This is an optimization exercise on Yosys and OpenROAD, whose aim is small area, not a production implementation.
Function was checked by simulation only, so behaviour that the tests miss may differ from the original.
Power and IR drop assume default switching activity.

File: design/flow/run.sh
#!/bin/bash
# synth_recipe.tcl (not shown) runs the flow's synth.tcl, then flattens the netlist and writes it again
# the make line also repeats each setting of config.mk as NAME=value (left out here)
make -C /OpenROAD-flow-scripts/flow DESIGN_CONFIG=/design/flow/config.mk WORK_HOME=/design/flow/orfs CLKGATE_MAP_FILE= SYNTH_SCRIPT=/design/flow/synth_recipe.tcl finish
File: design/flow/config.mk
export PLATFORM = sky130hd
export DESIGN_NAME = stopwatch
export DESIGN_NICKNAME = stopwatch
export VERILOG_FILES = /design/flow/design.v
export SDC_FILE = /design/flow/constraint.sdc
export NUM_CORES = 4
export LEC_CHECK = 0
export CAP_MARGIN = 20
export CORE_MARGIN = 2
export CORE_UTILIZATION = 40
export SLEW_MARGIN = 20
File: design/flow/constraint.sdc
create_clock -name core_clock -period 10.0 [get_ports {CLOCK}]
set_input_delay 2.0000 -clock core_clock [delete_from_list [all_inputs] [get_ports {CLOCK}]]
set_output_delay 2.0000 -clock core_clock [all_outputs]
set_load 0.01 [all_outputs]
File: design/flow/design.v
`timescale 1ns / 1ps
module stopwatch(input CLOCK, input rst, input tick, input SW1, SW0, SW2, SW3, SW4, input [3:0] layer, input [31:0] x, y, output reg [15:0] oled_data); 
    parameter [6:0] a = 62;  
    parameter [6:0] b = 24;
    parameter [6:0] c = 48;
    parameter [6:0] d = 30;
    wire stopwatch, one, two, three, four, five, six, seven, eight, nine, zero, 
        zero1, one1, two1, three1, four1, five1, six1, 
        zero2, one2, two2, three2, four2, five2, 
        vert, vert2, colon1;
    reg [300:0] state;
    reg [31:0] COUNT;
    wire [15:0] timer [300:0];
    assign vert2 = (y >=7 && y <=13);
    assign stopwatch = (x == b && (y==8 || y==9||y==12)) || (x == b+1 && (y==7 || y==10||y==13)) || (x == b+2 && (y==7 || y==10||y==13)) || (x == b+3 && (y==7 || y==10||y==13)) || (x == b+4 && (y==8 || y==11||y==12))
                    || (x==b+6 && y==7) || (x==b+7 && y==7) || (x==b+8 && vert2) || (x==b+9 && y==7) || (x==b+10 && y==7)
                    || (x==b+12 && (y>= 8 && y<= 12)) || (x == b+13 && (y==7||y==13)) || (x == b+14 && (y==7||y==13)) || (x == b+15 && (y==7||y==13)) || (x==b+16 && (y>= 8 && y<= 12))
                    || (x==b+18 && vert2) || (x == b+19 && (y==7||y==10)) || (x == b+20 && (y==7||y==10)) || (x == b+21 && (y==7||y==10)) || (x == b+22 && (y==8||y==9))
                    || (x==b+24 && (y >=7 && y <=12)) || (x==b+25 && y==13) || (x == b+26 && (y==11||y==12)) || (x==b+27 && y==13)  || (x==b+28 && (y >=7 && y <=12))
                    || (x==b+30 && (y >=9 && y <=12)) || (x == b+31 && (y==8||y==11)) || (x == b+32 && (y==7||y==11)) || (x == b+33 && (y==8||y==11)) || (x==b+34 && (y >=9 && y <=12))
                    || (x==b+36 && y==7) || (x==b+37 && y==7) || (x==b+38 && vert2) || (x==b+39 && y==7) || (x==b+40 && y==7)
                    || (x==b+42 && (y >=8 && y <=12)) || (x == b+43 && (y==7||y==13)) || (x == b+44 && (y==7||y==13)) || (x == b+45 && (y==7||y==13)) || (x == b+46 && (y==8||y==12))
                    || (x==b+48 && vert2) || (x==b+49 && y==10) || (x==b+50 && y==10) || (x==b+51 && y==10) || (x==b+52 && vert2)
                    || ((x >=23 && x<=77) && y ==15);
    assign vert = (y >= 24 && y <= 37);
    assign colon1 = ((x==43 || x == 44) && (y==27 || y==28 || y==33 || y==34));
    assign zero = ((x == a || x == a+1) && (y >= 26 && y <= 35)) || ((x >= a+2 && x <= a+7) && (y == 24 || y == 25 || y == 36 || y == 37)) || ((x == a+8 || x == a+9) && (y >= 26 && y <= 35));
    assign one = ((x >= a && x <= a+3) && (y == 27 || y == 26 || y == 37 || y == 36)) || ((x == a+4 || x == a+5) && vert) || ((x >= a+6 && x <= a+9) && (y == 36 || y==37));
    assign two = ((x == a || x==a+1) && (y == 27 || y == 26 || (y >= 34 && y <= 37))) || ((x == a+2 || x==a+3) && (y == 24 || y == 25 || y == 32 || y == 33 || y == 36 || y == 37)) || ((x == a+4 || x==a+5) && (y == 24 || y == 25 || y == 30 || y == 31 || y == 36 || y == 37)) || ((x == a+6 || x==a+7) && (y == 24 || y == 25 || y == 28 || y == 29 || y == 36 || y == 37)) || ((x == a+8 || x==a+9) && (y == 26 || y == 27 || y == 36 || y == 37));
    assign three = ((x == a || x == a+1) && (y == 26 || y == 27 || y == 34 || y == 35)) || ((x == a+2 || x == a+3) && (y == 24 || y == 25 || y == 36 || y == 37)) || ((x == a+4 || x == a+5) && (y == 24 || y == 25 || y == 36 || y == 37 || y == 30 || y == 31)) || ((x == a+6 || x == a+7) && (y == 24 || y == 25 || y == 36 || y == 37 || y == 30 || y == 31)) || ((x == a+8 || x == a+9) && (y == 26 || y == 27 || y == 28 || y == 29 || y == 35 || y == 32 || y == 33 || y == 34));
    assign four = ((x==a || x ==a+1) && (y>=24 && y<=33)) || ((x>=a+2 && x <= a+5) && (y==32 || y==33)) || ((x==a+6 || x ==a+7) && (y>=26 && y<=37)) || ((x==a+8 || x ==a+9) && (y==33 || y==32));
    assign five = ((x==a || x ==a+1) && ((y>=24 && y<=31) || y == 36 || y ==37)) || ((x>=a+2 && x <=a+7) && (y==24 || y==25 || y==30 || y==31 || y==36 ||y==37)) || ((x==a+8 || x ==a+9) && (y==24 || y==25 || y==32 || y==33 || y==34 ||y==35));
    assign six = ((x==a || x ==a+1) && (y>=26 && y<=35)) || ((x>=a+2 && x <=a+7) && (y==24 || y==25 || y==30 || y==31 || y==36 ||y==37)) || ((x==a+8 || x ==a+9) && (y==24 || y==25 || y==32 || y==33 || y==34 ||y==35));
    assign seven = ((x>=a && x <=a+3) && (y==24 || y==25)) || ((x==a+4 || x ==a+5) && ((y>= 30 && y<=37) || y==24 || y==25)) || ((x==a+6 || x ==a+7) && (y== 28 || y==29 || y==24 || y==25)) || ((x==a+8 || x ==a+9) && (y== 26 || y==27 || y==24 || y==25));
    assign eight = ((x==a || x ==a+1) && ((y>=26 && y<=29) || (y>=32 && y<=35))) || ((x==a+8 || x ==a+9) && ((y>=26 && y<=29) || (y>=32 && y<=35))) || ((x>=a+2 && x <=a+7) && (y==24 || y==25 || y==30 || y==31 || y==36 || y==37));
    assign nine = ((x==a || x ==a+1) && (y>=26 && y<=29)) || ((x==a+8 || x ==a+9) && ((y>=26 && y<=29) || (y>=32 && y<=35))) || ((x>=a+2 && x <=a+7) && (y==24 || y==25 || y==30 || y==31 || y==36 || y==37));
    assign zero1 = ((x == c || x == c+1) && (y >= 26 && y <= 35)) || ((x >= c+2 && x <= c+7) && (y == 24 || y == 25 || y == 36 || y == 37)) || ((x == c+8 || x == c+9) && (y >= 26 && y <= 35));
    assign one1 = ((x >= c && x <= c+3) && (y == 27 || y == 26 || y == 37 || y == 36)) || ((x == c+4 || x == c+5) && vert) || ((x >= c+6 && x <= c+9) && (y == 36 || y==37));
    assign two1 = ((x == c || x==c+1) && (y == 27 || y == 26 || (y >= 34 && y <= 37))) || ((x == c+2 || x==c+3) && (y == 24 || y == 25 || y == 32 || y == 33 || y == 36 || y == 37)) || ((x == c+4 || x==c+5) && (y == 24 || y == 25 || y == 30 || y == 31 || y == 36 || y == 37)) || ((x == c+6 || x==c+7) && (y == 24 || y == 25 || y == 28 || y == 29 || y == 36 || y == 37)) || ((x == c+8 || x==c+9) && (y == 26 || y == 27 || y == 36 || y == 37));
    assign three1 = ((x == c || x == c+1) && (y == 26 || y == 27 || y == 34 || y == 35)) || ((x == c+2 || x == c+3) && (y == 24 || y == 25 || y == 36 || y == 37)) || ((x == c+4 || x == c+5) && (y == 24 || y == 25 || y == 36 || y == 37 || y == 30 || y == 31)) || ((x == c+6 || x == c+7) && (y == 24 || y == 25 || y == 36 || y == 37 || y == 30 || y == 31)) || ((x == c+8 || x == c+9) && (y == 26 || y == 27 || y == 28 || y == 29 || y == 35 || y == 32 || y == 33 || y == 34));
    assign four1 = ((x==c || x ==c+1) && (y>=24 && y<=33)) || ((x>=c+2 && x <= c+5) && (y==32 || y==33)) || ((x==c+6 || x ==c+7) && (y>=26 && y<=37)) || ((x==c+8 || x ==c+9) && (y==33 || y==32));
    assign five1 = ((x==c || x ==c+1) && ((y>=24 && y<=31) || y == 36 || y ==37)) || ((x>=c+2 && x <=c+7) && (y==24 || y==25 || y==30 || y==31 || y==36 ||y==37)) || ((x==c+8 || x ==c+9) && (y==24 || y==25 || y==32 || y==33 || y==34 ||y==35));
    assign six1 = ((x==c || x ==c+1) && (y>=26 && y<=35)) || ((x>=c+2 && x <=c+7) && (y==24 || y==25 || y==30 || y==31 || y==36 ||y==37)) || ((x==c+8 || x ==c+9) && (y==24 || y==25 || y==32 || y==33 || y==34 ||y==35));
    assign zero2 = ((x == d || x == d+1) && (y >= 26 && y <= 35)) || ((x >= d+2 && x <= d+7) && (y == 24 || y == 25 || y == 36 || y == 37)) || ((x == d+8 || x == d+9) && (y >= 26 && y <= 35));
    assign one2 = ((x >= d && x <= d+3) && (y == 27 || y == 26 || y == 37 || y == 36)) || ((x == d+4 || x == d+5) && vert) || ((x >= d+6 && x <= d+9) && (y == 36 || y==37));
    assign two2 = ((x == d || x==d+1) && (y == 27 || y == 26 || (y >= 34 && y <= 37))) || ((x == d+2 || x==d+3) && (y == 24 || y == 25 || y == 32 || y == 33 || y == 36 || y == 37)) || ((x == d+4 || x==d+5) && (y == 24 || y == 25 || y == 30 || y == 31 || y == 36 || y == 37)) || ((x == d+6 || x==d+7) && (y == 24 || y == 25 || y == 28 || y == 29 || y == 36 || y == 37)) || ((x == d+8 || x==d+9) && (y == 26 || y == 27 || y == 36 || y == 37));
    assign three2 = ((x == d || x == d+1) && (y == 26 || y == 27 || y == 34 || y == 35)) || ((x == d+2 || x == d+3) && (y == 24 || y == 25 || y == 36 || y == 37)) || ((x == d+4 || x == d+5) && (y == 24 || y == 25 || y == 36 || y == 37 || y == 30 || y == 31)) || ((x == d+6 || x == d+7) && (y == 24 || y == 25 || y == 36 || y == 37 || y == 30 || y == 31)) || ((x == d+8 || x == d+9) && (y == 26 || y == 27 || y == 28 || y == 29 || y == 35 || y == 32 || y == 33 || y == 34));
    assign four2 = ((x==d || x ==d+1) && (y>=24 && y<=33)) || ((x>=d+2 && x <= d+5) && (y==32 || y==33)) || ((x==d+6 || x ==d+7) && (y>=26 && y<=37)) || ((x==d+8 || x ==d+9) && (y==33 || y==32));
    assign five2 = ((x==d || x ==d+1) && ((y>=24 && y<=31) || y == 36 || y ==37)) || ((x>=d+2 && x <=d+7) && (y==24 || y==25 || y==30 || y==31 || y==36 ||y==37)) || ((x==d+8 || x ==d+9) && (y==24 || y==25 || y==32 || y==33 || y==34 ||y==35));
    assign timer[0] = zero || colon1 || zero1 || zero2 || stopwatch;
    assign timer[1] = one || colon1 || zero1 || zero2 || stopwatch;
    assign timer[2] = two || colon1 || zero1 || zero2 || stopwatch;
    assign timer[3] = three || colon1 || zero1 || zero2 || stopwatch;
    assign timer[4] = four || colon1 || zero1 || zero2 || stopwatch;
    assign timer[5] = five || colon1 || zero1 || zero2 || stopwatch;
    assign timer[6] = six || colon1 || zero1 || zero2 || stopwatch;
    assign timer[7] = seven || colon1 || zero1 || zero2 || stopwatch;
    assign timer[8] = eight || colon1 || zero1 || zero2 || stopwatch;
    assign timer[9] = nine || colon1 || zero1 || zero2 || stopwatch;
    assign timer[10] = zero || colon1 || one1 || zero2 || stopwatch;
    assign timer[11] = one || colon1 || one1 || zero2 || stopwatch;
    assign timer[12] = two || colon1 || one1 || zero2 || stopwatch;
    assign timer[13] = three || colon1 || one1 || zero2 || stopwatch;
    assign timer[14] = four || colon1 || one1 || zero2 || stopwatch;
    assign timer[15] = five || colon1 || one1 || zero2 || stopwatch;
    assign timer[16] = six || colon1 || one1 || zero2 || stopwatch;
    assign timer[17] = seven || colon1 || one1 || zero2 || stopwatch;
    assign timer[18] = eight || colon1 || one1 || zero2 || stopwatch;
    assign timer[19] = nine || colon1 || one1 || zero2 || stopwatch;
    assign timer[20] = zero || colon1 || two1 || zero2 || stopwatch;
    assign timer[21] = one || colon1 || two1 || zero2 || stopwatch;
    assign timer[22] = two || colon1 || two1 || zero2 || stopwatch;
    assign timer[23] = three || colon1 || two1 || zero2 || stopwatch;
    assign timer[24] = four || colon1 || two1 || zero2 || stopwatch;
    assign timer[25] = five || colon1 || two1 || zero2 || stopwatch;
    assign timer[26] = six || colon1 || two1 || zero2 || stopwatch;
    assign timer[27] = seven || colon1 || two1 || zero2 || stopwatch;
    assign timer[28] = eight || colon1 || two1 || zero2 || stopwatch;
    assign timer[29] = nine || colon1 || two1 || zero2 || stopwatch;
    assign timer[30] = zero || colon1 || three1 || zero2 || stopwatch;
    assign timer[31] = one || colon1 || three1 || zero2 || stopwatch;
    assign timer[32] = two || colon1 || three1 || zero2 || stopwatch;
    assign timer[33] = three || colon1 || three1 || zero2 || stopwatch;
    assign timer[34] = four || colon1 || three1 || zero2 || stopwatch;
    assign timer[35] = five || colon1 || three1 || zero2 || stopwatch;
    assign timer[36] = six || colon1 || three1 || zero2 || stopwatch;
    assign timer[37] = seven || colon1 || three1 || zero2 || stopwatch;
    assign timer[38] = eight || colon1 || three1 || zero2 || stopwatch;
    assign timer[39] = nine || colon1 || three1 || zero2 || stopwatch;
    assign timer[40] = zero || colon1 || four1 || zero2 || stopwatch;
    assign timer[41] = one || colon1 || four1 || zero2 || stopwatch;
    assign timer[42] = two || colon1 || four1 || zero2 || stopwatch;
    assign timer[43] = three || colon1 || four1 || zero2 || stopwatch;
    assign timer[44] = four || colon1 || four1 || zero2 || stopwatch;
    assign timer[45] = five || colon1 || four1 || zero2 || stopwatch;
    assign timer[46] = six || colon1 || four1 || zero2 || stopwatch;
    assign timer[47] = seven || colon1 || four1 || zero2 || stopwatch;
    assign timer[48] = eight || colon1 || four1 || zero2 || stopwatch;
    assign timer[49] = nine || colon1 || four1 || zero2 || stopwatch;
    assign timer[50] = zero || colon1 || five1 || zero2 || stopwatch;
    assign timer[51] = one || colon1 || five1 || zero2 || stopwatch;
    assign timer[52] = two || colon1 || five1 || zero2 || stopwatch;
    assign timer[53] = three || colon1 || five1 || zero2 || stopwatch;
    assign timer[54] = four || colon1 || five1 || zero2 || stopwatch; 
    assign timer[55] = five || colon1 || five1 || zero2 || stopwatch;
    assign timer[56] = six || colon1 || five1 || zero2 || stopwatch;
    assign timer[57] = seven || colon1 || five1 || zero2 || stopwatch;
    assign timer[58] = eight || colon1 || five1 || zero2 || stopwatch;
    assign timer[59] = nine || colon1 || five1 || zero2 || stopwatch;
    assign timer[60] = zero || colon1 || zero1 || one2 || stopwatch;
    assign timer[61] = one || colon1 || zero1 || one2 || stopwatch;
    assign timer[62] = two || colon1 || zero1 || one2 || stopwatch;
    assign timer[63] = three || colon1 || zero1 || one2 || stopwatch;
    assign timer[64] = four || colon1 || zero1 || one2 || stopwatch;
    assign timer[65] = five || colon1 || zero1 || one2 || stopwatch;
    assign timer[66] = six || colon1 || zero1 || one2 || stopwatch;
    assign timer[67] = seven || colon1 || zero1 || one2 || stopwatch;
    assign timer[68] = eight || colon1 || zero1 || one2 || stopwatch;
    assign timer[69] = nine || colon1 || zero1 || one2 || stopwatch;
    assign timer[70] = zero || colon1 || one1 || one2 || stopwatch;
    assign timer[71] = one || colon1 || one1 || one2 || stopwatch;
    assign timer[72] = two || colon1 || one1 || one2 || stopwatch;
    assign timer[73] = three || colon1 || one1 || one2 || stopwatch;
    assign timer[74] = four || colon1 || one1 || one2 || stopwatch;
    assign timer[75] = five || colon1 || one1 || one2 || stopwatch;
    assign timer[76] = six || colon1 || one1 || one2 || stopwatch;
    assign timer[77] = seven || colon1 || one1 || one2 || stopwatch;
    assign timer[78] = eight || colon1 || one1 || one2 || stopwatch;
    assign timer[79] = nine || colon1 || one1 || one2 || stopwatch;
    assign timer[80] = zero || colon1 || two1 || one2 || stopwatch;
    assign timer[81] = one || colon1 || two1 || one2 || stopwatch;
    assign timer[82] = two || colon1 || two1 || one2 || stopwatch;
    assign timer[83] = three || colon1 || two1 || one2 || stopwatch;
    assign timer[84] = four || colon1 || two1 || one2 || stopwatch;
    assign timer[85] = five || colon1 || two1 || one2 || stopwatch;
    assign timer[86] = six || colon1 || two1 || one2 || stopwatch;
    assign timer[87] = seven || colon1 || two1 || one2 || stopwatch;
    assign timer[88] = eight || colon1 || two1 || one2 || stopwatch;
    assign timer[89] = nine || colon1 || two1 || one2 || stopwatch;
    assign timer[90] = zero || colon1 || three1 || one2 || stopwatch;
    assign timer[91] = one || colon1 || three1 || one2 || stopwatch;
    assign timer[92] = two || colon1 || three1 || one2 || stopwatch;
    assign timer[93] = three || colon1 || three1 || one2 || stopwatch;
    assign timer[94] = four || colon1 || three1 || one2 || stopwatch;
    assign timer[95] = five || colon1 || three1 || one2 || stopwatch;
    assign timer[96] = six || colon1 || three1 || one2 || stopwatch;
    assign timer[97] = seven || colon1 || three1 || one2 || stopwatch;
    assign timer[98] = eight || colon1 || three1 || one2 || stopwatch;
    assign timer[99] = nine || colon1 || three1 || one2|| stopwatch;
    assign timer[100] = zero || colon1 || four1 || one2|| stopwatch;
    assign timer[101] = one || colon1 || four1 || one2|| stopwatch;
    assign timer[102] = two || colon1 || four1 || one2|| stopwatch;
    assign timer[103] = three || colon1 || four1 || one2|| stopwatch;
    assign timer[104] = four || colon1 || four1 || one2|| stopwatch;
    assign timer[105] = five || colon1 || four1 || one2|| stopwatch;
    assign timer[106] = six || colon1 || four1 || one2|| stopwatch;
    assign timer[107] = seven || colon1 || four1 || one2|| stopwatch;
    assign timer[108] = eight || colon1 || four1 || one2|| stopwatch;
    assign timer[109] = nine || colon1 || four1 || one2|| stopwatch;
    assign timer[110] = zero || colon1 || five1 || one2|| stopwatch;
    assign timer[111] = one || colon1 || five1 || one2|| stopwatch;
    assign timer[112] = two || colon1 || five1 || one2|| stopwatch;
    assign timer[113] = three || colon1 || five1 || one2|| stopwatch;
    assign timer[114] = four || colon1 || five1 || one2|| stopwatch;
    assign timer[115] = five || colon1 || five1 || one2|| stopwatch;
    assign timer[116] = six || colon1 || five1 || one2|| stopwatch;
    assign timer[117] = seven || colon1 || five1 || one2|| stopwatch;
    assign timer[118] = eight || colon1 || five1 || one2|| stopwatch;
    assign timer[119] = nine || colon1 || five1 || one2|| stopwatch;
    assign timer[120] = zero || colon1 || zero1 || two2 || stopwatch;
    assign timer[121] = one || colon1 || zero1 || two2|| stopwatch;
    assign timer[122] = two || colon1 || zero1 || two2|| stopwatch;
    assign timer[123] = three || colon1 || zero1 || two2|| stopwatch;
    assign timer[124] = four || colon1 || zero1 || two2|| stopwatch;
    assign timer[125] = five || colon1 || zero1 || two2|| stopwatch;
    assign timer[126] = six || colon1 || zero1 || two2|| stopwatch;
    assign timer[127] = seven || colon1 || zero1 || two2|| stopwatch;
    assign timer[128] = eight || colon1 || zero1 || two2|| stopwatch;
    assign timer[129] = nine || colon1 || zero1 || two2|| stopwatch;
    assign timer[130] = zero || colon1 || one1 || two2|| stopwatch;
    assign timer[131] = one || colon1 || one1 || two2|| stopwatch;
    assign timer[132] = two || colon1 || one1 || two2|| stopwatch;
    assign timer[133] = three || colon1 || one1 || two2|| stopwatch;
    assign timer[134] = four || colon1 || one1 || two2|| stopwatch;
    assign timer[135] = five || colon1 || one1 || two2|| stopwatch;
    assign timer[136] = six || colon1 || one1 || two2|| stopwatch;
    assign timer[137] = seven || colon1 || one1 || two2|| stopwatch;
    assign timer[138] = eight || colon1 || one1 || two2|| stopwatch;
    assign timer[139] = nine || colon1 || one1 || two2|| stopwatch;
    assign timer[140] = zero || colon1 || two1 || two2|| stopwatch;
    assign timer[141] = one || colon1 || two1 || two2|| stopwatch;
    assign timer[142] = two || colon1 || two1 || two2|| stopwatch;
    assign timer[143] = three || colon1 || two1 || two2|| stopwatch;
    assign timer[144] = four || colon1 || two1 || two2|| stopwatch;
    assign timer[145] = five || colon1 || two1 || two2|| stopwatch;
    assign timer[146] = six || colon1 || two1 || two2|| stopwatch;
    assign timer[147] = seven || colon1 || two1 || two2|| stopwatch;
    assign timer[148] = eight || colon1 || two1 || two2|| stopwatch;
    assign timer[149] = nine || colon1 || two1 || two2|| stopwatch;
    assign timer[150] = zero || colon1 || three1 || two2|| stopwatch;
    assign timer[151] = one || colon1 || three1 || two2|| stopwatch;
    assign timer[152] = two || colon1 || three1 || two2|| stopwatch;
    assign timer[153] = three || colon1 || three1 || two2|| stopwatch;
    assign timer[154] = four || colon1 || three1 || two2|| stopwatch;
    assign timer[155] = five || colon1 || three1 || two2|| stopwatch;
    assign timer[156] = six || colon1 || three1 || two2|| stopwatch;
    assign timer[157] = seven || colon1 || three1 || two2|| stopwatch;
    assign timer[158] = eight || colon1 || three1 || two2|| stopwatch;
    assign timer[159] = nine || colon1 || three1 || two2|| stopwatch;
    assign timer[160] = zero || colon1 || four1 || two2|| stopwatch;
    assign timer[161] = one || colon1 || four1 || two2|| stopwatch;
    assign timer[162] = two || colon1 || four1 || two2|| stopwatch;
    assign timer[163] = three || colon1 || four1 || two2|| stopwatch;
    assign timer[164] = four || colon1 || four1 || two2|| stopwatch;
    assign timer[165] = five || colon1 || four1 || two2|| stopwatch;
    assign timer[166] = six || colon1 || four1 || two2|| stopwatch;
    assign timer[167] = seven || colon1 || four1 || two2|| stopwatch;
    assign timer[168] = eight || colon1 || four1 || two2|| stopwatch;
    assign timer[169] = nine || colon1 || four1 || two2|| stopwatch;
    assign timer[170] = zero || colon1 || five1 || two2|| stopwatch;
    assign timer[171] = one || colon1 || five1 || two2|| stopwatch;
    assign timer[172] = two || colon1 || five1 || two2|| stopwatch;
    assign timer[173] = three || colon1 || five1 || two2|| stopwatch;
    assign timer[174] = four || colon1 || five1 || two2|| stopwatch;
    assign timer[175] = five || colon1 || five1 || two2|| stopwatch;
    assign timer[176] = six || colon1 || five1 || two2|| stopwatch;
    assign timer[177] = seven || colon1 || five1 || two2|| stopwatch;
    assign timer[178] = eight || colon1 || five1 || two2|| stopwatch;
    assign timer[179] = nine || colon1 || five1 || two2|| stopwatch;
    assign timer[180] = zero || colon1 || zero1 || three2|| stopwatch;
    assign timer[181] = one || colon1 || zero1 || three2|| stopwatch;
    assign timer[182] = two || colon1 || zero1 || three2|| stopwatch;
    assign timer[183] = three || colon1 || zero1 || three2|| stopwatch;
    assign timer[184] = four || colon1 || zero1 || three2|| stopwatch;
    assign timer[185] = five || colon1 ||zero1 || three2|| stopwatch;
    assign timer[186] = six || colon1 ||zero1 || three2|| stopwatch;
    assign timer[187] = seven || colon1 || zero1 || three2|| stopwatch;
    assign timer[188] = eight || colon1 || zero1 || three2|| stopwatch;
    assign timer[189] = nine || colon1 || zero1 || three2|| stopwatch;
    assign timer[190] = zero || colon1 || one1 || three2|| stopwatch;
    assign timer[191] = one || colon1 || one1 || three2|| stopwatch;
    assign timer[192] = two || colon1 || one1 || three2|| stopwatch;
    assign timer[193] = three || colon1 || one1 || three2|| stopwatch;
    assign timer[194] = four || colon1 || one1 || three2|| stopwatch;
    assign timer[195] = five || colon1 ||one1 || three2|| stopwatch;
    assign timer[196] = six || colon1 ||one1 || three2|| stopwatch;
    assign timer[197] = seven || colon1 || one1 || three2|| stopwatch;
    assign timer[198] = eight || colon1 || one1 || three2|| stopwatch;
    assign timer[199] = nine || colon1 || one1 || three2|| stopwatch;    
    assign timer[200] = zero || colon1 || two1 || three2|| stopwatch;
    assign timer[201] = one || colon1 || two1 || three2|| stopwatch;
    assign timer[202] = two || colon1 || two1 || three2|| stopwatch;
    assign timer[203] = three || colon1 || two1 || three2|| stopwatch;
    assign timer[204] = four || colon1 || two1 || three2|| stopwatch;
    assign timer[205] = five || colon1 ||two1 || three2|| stopwatch;
    assign timer[206] = six || colon1 ||two1 || three2|| stopwatch;
    assign timer[207] = seven || colon1 || two1 || three2|| stopwatch;
    assign timer[208] = eight || colon1 || two1 || three2|| stopwatch;
    assign timer[209] = nine || colon1 || two1 || three2|| stopwatch;    
    assign timer[210] = zero || colon1 || three1 || three2|| stopwatch;
    assign timer[211] = one || colon1 || three1 || three2|| stopwatch;
    assign timer[212] = two || colon1 || three1 || three2|| stopwatch;
    assign timer[213] = three || colon1 || three1 || three2|| stopwatch;
    assign timer[214] = four || colon1 || three1 || three2|| stopwatch;
    assign timer[215] = five || colon1 || three1 || three2|| stopwatch;
    assign timer[216] = six || colon1 ||three1 || three2|| stopwatch;
    assign timer[217] = seven || colon1 || three1 || three2|| stopwatch;
    assign timer[218] = eight || colon1 || three1 || three2|| stopwatch;
    assign timer[219] = nine || colon1 || three1 || three2|| stopwatch;    
    assign timer[220] = zero || colon1 || four1 || three2|| stopwatch;
    assign timer[221] = one || colon1 || four1 || three2|| stopwatch;
    assign timer[222] = two || colon1 || four1 || three2|| stopwatch;
    assign timer[223] = three || colon1 || four1 || three2|| stopwatch;
    assign timer[224] = four || colon1 || four1 || three2|| stopwatch;
    assign timer[225] = five || colon1 || four1 || three2|| stopwatch;
    assign timer[226] = six || colon1 || four1 || three2|| stopwatch;
    assign timer[227] = seven || colon1 || four1 || three2|| stopwatch;
    assign timer[228] = eight || colon1 || four1 || three2|| stopwatch;
    assign timer[229] = nine || colon1 || four1 || three2|| stopwatch;
    assign timer[230] = zero || colon1 || five1 || three2|| stopwatch;
    assign timer[231] = one || colon1 || five1 || three2|| stopwatch;
    assign timer[232] = two || colon1 || five1 || three2|| stopwatch;
    assign timer[233] = three || colon1 || five1 || three2|| stopwatch;
    assign timer[234] = four || colon1 || five1 || three2|| stopwatch;
    assign timer[235] = five || colon1 || five1 || three2|| stopwatch;
    assign timer[236] = six || colon1 || five1 || three2|| stopwatch;
    assign timer[237] = seven || colon1 || five1 || three2|| stopwatch;
    assign timer[238] = eight || colon1 || five1 || three2|| stopwatch;
    assign timer[239] = nine || colon1 || five1 || three2|| stopwatch;
    assign timer[240] = zero || colon1 || zero1 || four2|| stopwatch;
    assign timer[241] = one || colon1 || zero1 || four2|| stopwatch;
    assign timer[242] = two || colon1 || zero1 || four2|| stopwatch;
    assign timer[243] = three || colon1 || zero1 || four2|| stopwatch;
    assign timer[244] = four || colon1 || zero1 || four2|| stopwatch;
    assign timer[245] = five || colon1 ||zero1 || four2|| stopwatch;
    assign timer[246] = six || colon1 ||zero1 || four2|| stopwatch;
    assign timer[247] = seven || colon1 || zero1 || four2|| stopwatch;
    assign timer[248] = eight || colon1 || zero1 || four2|| stopwatch;
    assign timer[249] = nine || colon1 || zero1 ||four2|| stopwatch;
    assign timer[250] = zero || colon1 || one1 || four2|| stopwatch;
    assign timer[251] = one || colon1 || one1 || four2|| stopwatch;
    assign timer[252] = two || colon1 || one1 || four2|| stopwatch;
    assign timer[253] = three || colon1 || one1 || four2|| stopwatch;
    assign timer[254] = four || colon1 || one1 || four2|| stopwatch;
    assign timer[255] = five || colon1 ||one1 || four2|| stopwatch;
    assign timer[256] = six || colon1 ||one1 || four2|| stopwatch;
    assign timer[257] = seven || colon1 || one1 || four2|| stopwatch;
    assign timer[258] = eight || colon1 || one1 ||four2|| stopwatch;
    assign timer[259] = nine || colon1 || one1 || four2|| stopwatch;    
    assign timer[260] = zero || colon1 || two1 || four2|| stopwatch;
    assign timer[261] = one || colon1 || two1 || four2|| stopwatch;
    assign timer[262] = two || colon1 || two1 || four2|| stopwatch;
    assign timer[263] = three || colon1 || two1 || four2|| stopwatch;
    assign timer[264] = four || colon1 || two1 || four2|| stopwatch;
    assign timer[265] = five || colon1 ||two1 || four2|| stopwatch;
    assign timer[266] = six || colon1 ||two1 || four2|| stopwatch;
    assign timer[267] = seven || colon1 || two1 || four2|| stopwatch;
    assign timer[268] = eight || colon1 || two1 || four2|| stopwatch;
    assign timer[269] = nine || colon1 || two1 || four2 || stopwatch;    
    assign timer[270] = zero || colon1 || three1 || four2|| stopwatch;
    assign timer[271] = one || colon1 || three1 || four2|| stopwatch;
    assign timer[272] = two || colon1 || three1 || four2|| stopwatch;
    assign timer[273] = three || colon1 || three1 || four2|| stopwatch;
    assign timer[274] = four || colon1 || three1 || four2|| stopwatch;
    assign timer[275] = five || colon1 || three1 || four2|| stopwatch;
    assign timer[276] = six || colon1 ||three1 || four2|| stopwatch;
    assign timer[277] = seven || colon1 || three1 || four2|| stopwatch;
    assign timer[278] = eight || colon1 || three1 || four2|| stopwatch;
    assign timer[279] = nine || colon1 || three1 || four2|| stopwatch;    
    assign timer[280] = zero || colon1 || four1 || four2|| stopwatch;
    assign timer[281] = one || colon1 || four1 || four2|| stopwatch;
    assign timer[282] = two || colon1 || four1 || four2|| stopwatch;
    assign timer[283] = three || colon1 || four1 || four2|| stopwatch;
    assign timer[284] = four || colon1 || four1 || four2|| stopwatch;
    assign timer[285] = five || colon1 || four1 || four2|| stopwatch;
    assign timer[286] = six || colon1 || four1 || four2|| stopwatch;
    assign timer[287] = seven || colon1 || four1 || four2|| stopwatch;
    assign timer[288] = eight || colon1 || four1 || four2|| stopwatch;
    assign timer[289] = nine || colon1 || four1 || four2|| stopwatch;
    assign timer[290] = zero || colon1 || five1 || four2|| stopwatch;
    assign timer[291] = one || colon1 || five1 || four2|| stopwatch;
    assign timer[292] = two || colon1 || five1 || four2|| stopwatch;
    assign timer[293] = three || colon1 || five1 || four2|| stopwatch;
    assign timer[294] = four || colon1 || five1 || four2|| stopwatch;
    assign timer[295] = five || colon1 || five1 || four2|| stopwatch;
    assign timer[296] = six || colon1 || five1 || four2|| stopwatch;
    assign timer[297] = seven || colon1 || five1 || four2|| stopwatch;
    assign timer[298] = eight || colon1 || five1 || four2|| stopwatch;
    assign timer[299] = nine || colon1 || five1 || four2|| stopwatch;
    assign timer[300] = zero || colon1 || zero1 || five2|| stopwatch;
    always @ (posedge CLOCK) begin
        if (rst) begin
            state <= 0;
            COUNT <= 0;
        end
        else if (!tick) begin
            state <= state;
            COUNT <= COUNT;
        end
        else if (SW1 && layer == 5) begin
            state <= 0;
            COUNT <= 0;
        end
        else if (SW0 && layer == 5) begin
            COUNT <= COUNT + 1;
            if (COUNT == 50 && state < 240) begin
                state <= state + 1;
                COUNT <= 0;
            end
            else state <= state;
        end
        else COUNT <= COUNT;
    end
    always @ (posedge CLOCK) begin  
        if (rst) oled_data <= 0;
        else if (SW2 && layer == 5) oled_data <= timer[state] ? 16'b1111100000000000 : 16'b1111111111100000;
        else if (SW3 && layer ==5) oled_data <= timer[state] ? 16'b0000000000011111 : 16'b0000011111100000;
        else if (SW4 && layer ==5) oled_data <= timer[state] ? 16'b0 : 16'b1111100000011111;
        else oled_data <= timer[state] ? 16'b1111111111111111 : 0;
    end
endmodule
==> reports/metrics.yaml <==
die:
  die_h_um: 240
  initial_utilization: 0.404
  core_um2: 55000
  fp.dieW_um: 240
  ios: 92
  dieArea_um2: 57500
  std_cell_rows: 86
clocking:
  cts_setup_buffers: 0
  cts_hold_buf: 0
  cts_tree: "yes"
  clkLatencyLatePin_ns: 0.61
  h-tree-depth: 2
  cts-resized-gates: 0
  cts_buffer_depth: 3
  path_clk_slew_ns: 0.06
  clock-root-buffer: "clkbuf_16"
  cts_buffers: 38
  cts.sinks: 336
timing:
  setup_viol: 0
  timing.final.crit_share: 0.724
  rsz0062_at_grt: "no"
  worst_slew_pin_slew_ns: 1.33
  fin_skew_ns: 0.0523
  fmax_mhz: 138
  holdWs_ns: 0.470
  drv_slew: 0
  min_period_ns: 7.24
  finalSetupTns_ns: 0
  hold_viol: 0
  relSlewSlack: 0.107
grt:
  use_met1: 0.509
  grt_max_degree: 199
  top_usage_layer: "met2"
  grt_pass1_wl_um: 171000
  antenna_found_initial: 4
  grt_pass1_vias: 25100
  grt.total_usage: 0.403
  grt_use_met2: 0.584
  grt_overflow_total: 0
  use_met3: 0.138
yosys:
  synth_nets: 3128
  synth.distinct_cells: 114
  synth.cell_area_um2: 22200
  synth.top_cell.area_share: 0.303
  yosysMostFrequentCell: "nor2_1"
  synthTopCellsByArea: "dfxtp_1 (30%), nor2_1 (9.7%), nor4_1 (4.6%)"
  synth_common_cells: "nor2_1 (574), dfxtp_1 (336), nand2_1 (223)"
  netlist_instances: 3044
  ys.flop_type: "dfxtp_1"
  ys_ff_latch: 336
  synth_edf_count: 0
  synth_warnings: 1
  synth_top_area_cell: "dfxtp_1"
  syn_avg_cell_area_um2: 7.30
  yosysSeqAreaShare: 0.303
  synthArstFlopShare: 0
run_status:
  run_status: "timing/DRC/antenna clean"
routing:
  drt_iter0_drc: 4491
  vias_per_cell: 7.07
  drc: 0
  wire_per_inst_um: 31.1
  ant_nets: 0
  routed_wirelength_um: 119000
  vias: 27200
  drt-pass1-iter-count: 7
final_layout:
  nNetsFinal: 3147
  fill_cells: 5595
  area_growth_pct: 13.0
  multi_input_area_um2: 14400
  drive_above_1_share: 0.0764
  layout.area.seq_um2: 6730
setup_path:
  worst-path-max-fanout: 28
  arrival_ns: 7.70
  start_kind: "input port"
  worstSetupPathType: "input port to flip-flop"
  end_kind: "flip-flop"
  crit_required_ns: 10.45
power_and_ir_drop:
  peakVddDrop_mv: 0.140
  p_leak_nw: 8.14
  fin_total_pwr_w: 0.00291
  cellPowerDensity_nw_per_um2: 116
flow_run:
  cap_violations: 0
placed_design:
  gp_congestion: 1.11
  post-dp-hpwl_um: 89300
  io_buffer_count: 91
hold_path:
  hold_path_class: "flip-flop to flip-flop"
## stage by stage
step	utilization	cells	cell area, um2	setup slack, ns
floorplan	-	3044	22200	4.81
global placement	0.433	3771	23800	2.43
detailed placement	0.433	3771	23800	2.39
CTS	0.456	3839	25100	2.99
global route	0.457	3839	25100	2.65
finish	0.457	3840	25100	2.76
## cell usage in the layout, fill, tap and decap left out, types with 13 or more instances in the layout
cell	Yosys	layout
a41oi_1	49	49
nand4b_1	16	16
xnor2_1	17	17
a21oi_1	145	144
nor2_1	574	573
clkbuf_16	0	38
and2_1	69	69
o21ai_0	67	66
o21a_1	22	22
o22ai_1	52	52
o2111ai_1	20	20
and4_1	33	33
a221oi_1	26	26
nand4_1	115	115
nor2b_1	15	15
xor2_1	22	22
clkdlybuf4s50_1	0	91
inv_1	40	40
nand2b_1	22	22
nor3b_1	13	13
a32oi_1	21	21
dfxtp_1	336	336
nand3_1	140	140
nor4_1	164	160
and3_1	86	86
nand2_1	223	223
a211oi_1	21	21
nor3_1	104	101
buf_4	28	89
a31oi_1	128	128
## worst paths after layout
kind / startpoint / to / slack, ns / cells after the start
hold / removal: state[292]$_SDFFE_PP0P_ / state[292]$_SDFFE_PP0P_ / 0.47 / 2
setup reg to reg: state[2]$_SDFFE_PP0P_ / oled_data[14]$_SDFF_PP0_ / 2.94 / 17
hold reg to reg: state[292]$_SDFFE_PP0P_ / state[292]$_SDFFE_PP0P_ / 0.47 / 2
setup / recovery: y[3] / oled_data[14]$_SDFF_PP0_ / 2.76 / 17
## power breakdown
part | total [W] | switching, W | internal (W)
Combinational | 0.000124 | 0.0000774 | 0.0000466
Sequential | 0.00134 | 0.000000371 | 0.00134
Clock | 0.00145 | 0.000611 | 0.000838
Total | 0.00291 | 0.000689 | 0.00222
## sequential cells by signal, summed over array words and instances (netlist names)
| name | count |
|---|---|
| state | 301 |
| oled_data | 3 |
| COUNT | 32 |
## worst max-delay path, stage by stage
cell	delay, ns
clkdlybuf4s50_1	1.09
or3b_1	0.38
or3_4	0.29
a32oi_1	0.09
o211ai_1	0.55
buf_4	0.35
nor3_1	0.07
nor4b_1	0.71
a31oi_1	0.30
a21oi_1	0.28
nand4_1	0.31
nor4_2	0.34
a21oi_1	0.26
ha_1	0.38
a21oi_1	0.05
a21oi_1	0.18
nor2_1	0.05
## routing by layer
layer	up-vias	part of all wire
met5	-	0.00024
met4	4	0.075
met3	498	0.13
met2	2024	0.41
met1	13000	0.39
li1	11600	-
## final cells by class
class | count | share of cell area
antenna | 1 | 0.0000996
multi-input combinational | 2463 | 0.573
tap | 748 | 0.0373
inverter | 43 | 0.00653
timing repair buffer | 181 | 0.0637
clock buffer | 54 | 0.0426
sequential | 336 | 0.268
clock inverter | 14 | 0.00872
## cell families after synthesis
family	Yosys count	synth area share
AND/OR/NAND/NOR	1699	0.397
multiplexers	3	0.00135
AO/OA/AOI/OAI	714	0.226
buffers and inverters	245	0.0531
flip-flops	336	0.303
XOR/XNOR	39	0.0154
adder cells (fa/ha/maj)	8	0.00450

what the ideal ports hide:
No port has a modelled driver above. Below, the same layout with a new extraction and two added sets of constraints.
Step 1, drivers: a clkbuf_16 drives CLOCK and a buf_2 each remaining input, both assumed.
Step 2, shift: input delay + t, output delay - t, t = (earliest + latest rising clock arrival at the registers) / 2. This alone moves slack from input paths to output paths.
Three values: ideal ports, drivers, drivers and shift; two values: the first two.
t (ns): 0.640
setup WS [ns]: 2.756 / 2.792 / 2.152
worst setup path after step 2: input to register
slew at the worst register clock pin (ns): 0.08 / 0.08
worst slew at a driven data input, ns: 0.05
After both steps this run still meets setup and hold. For this run, drivers alone change the setup slack by +0.036 ns; drivers and shift together by -0.604 ns.
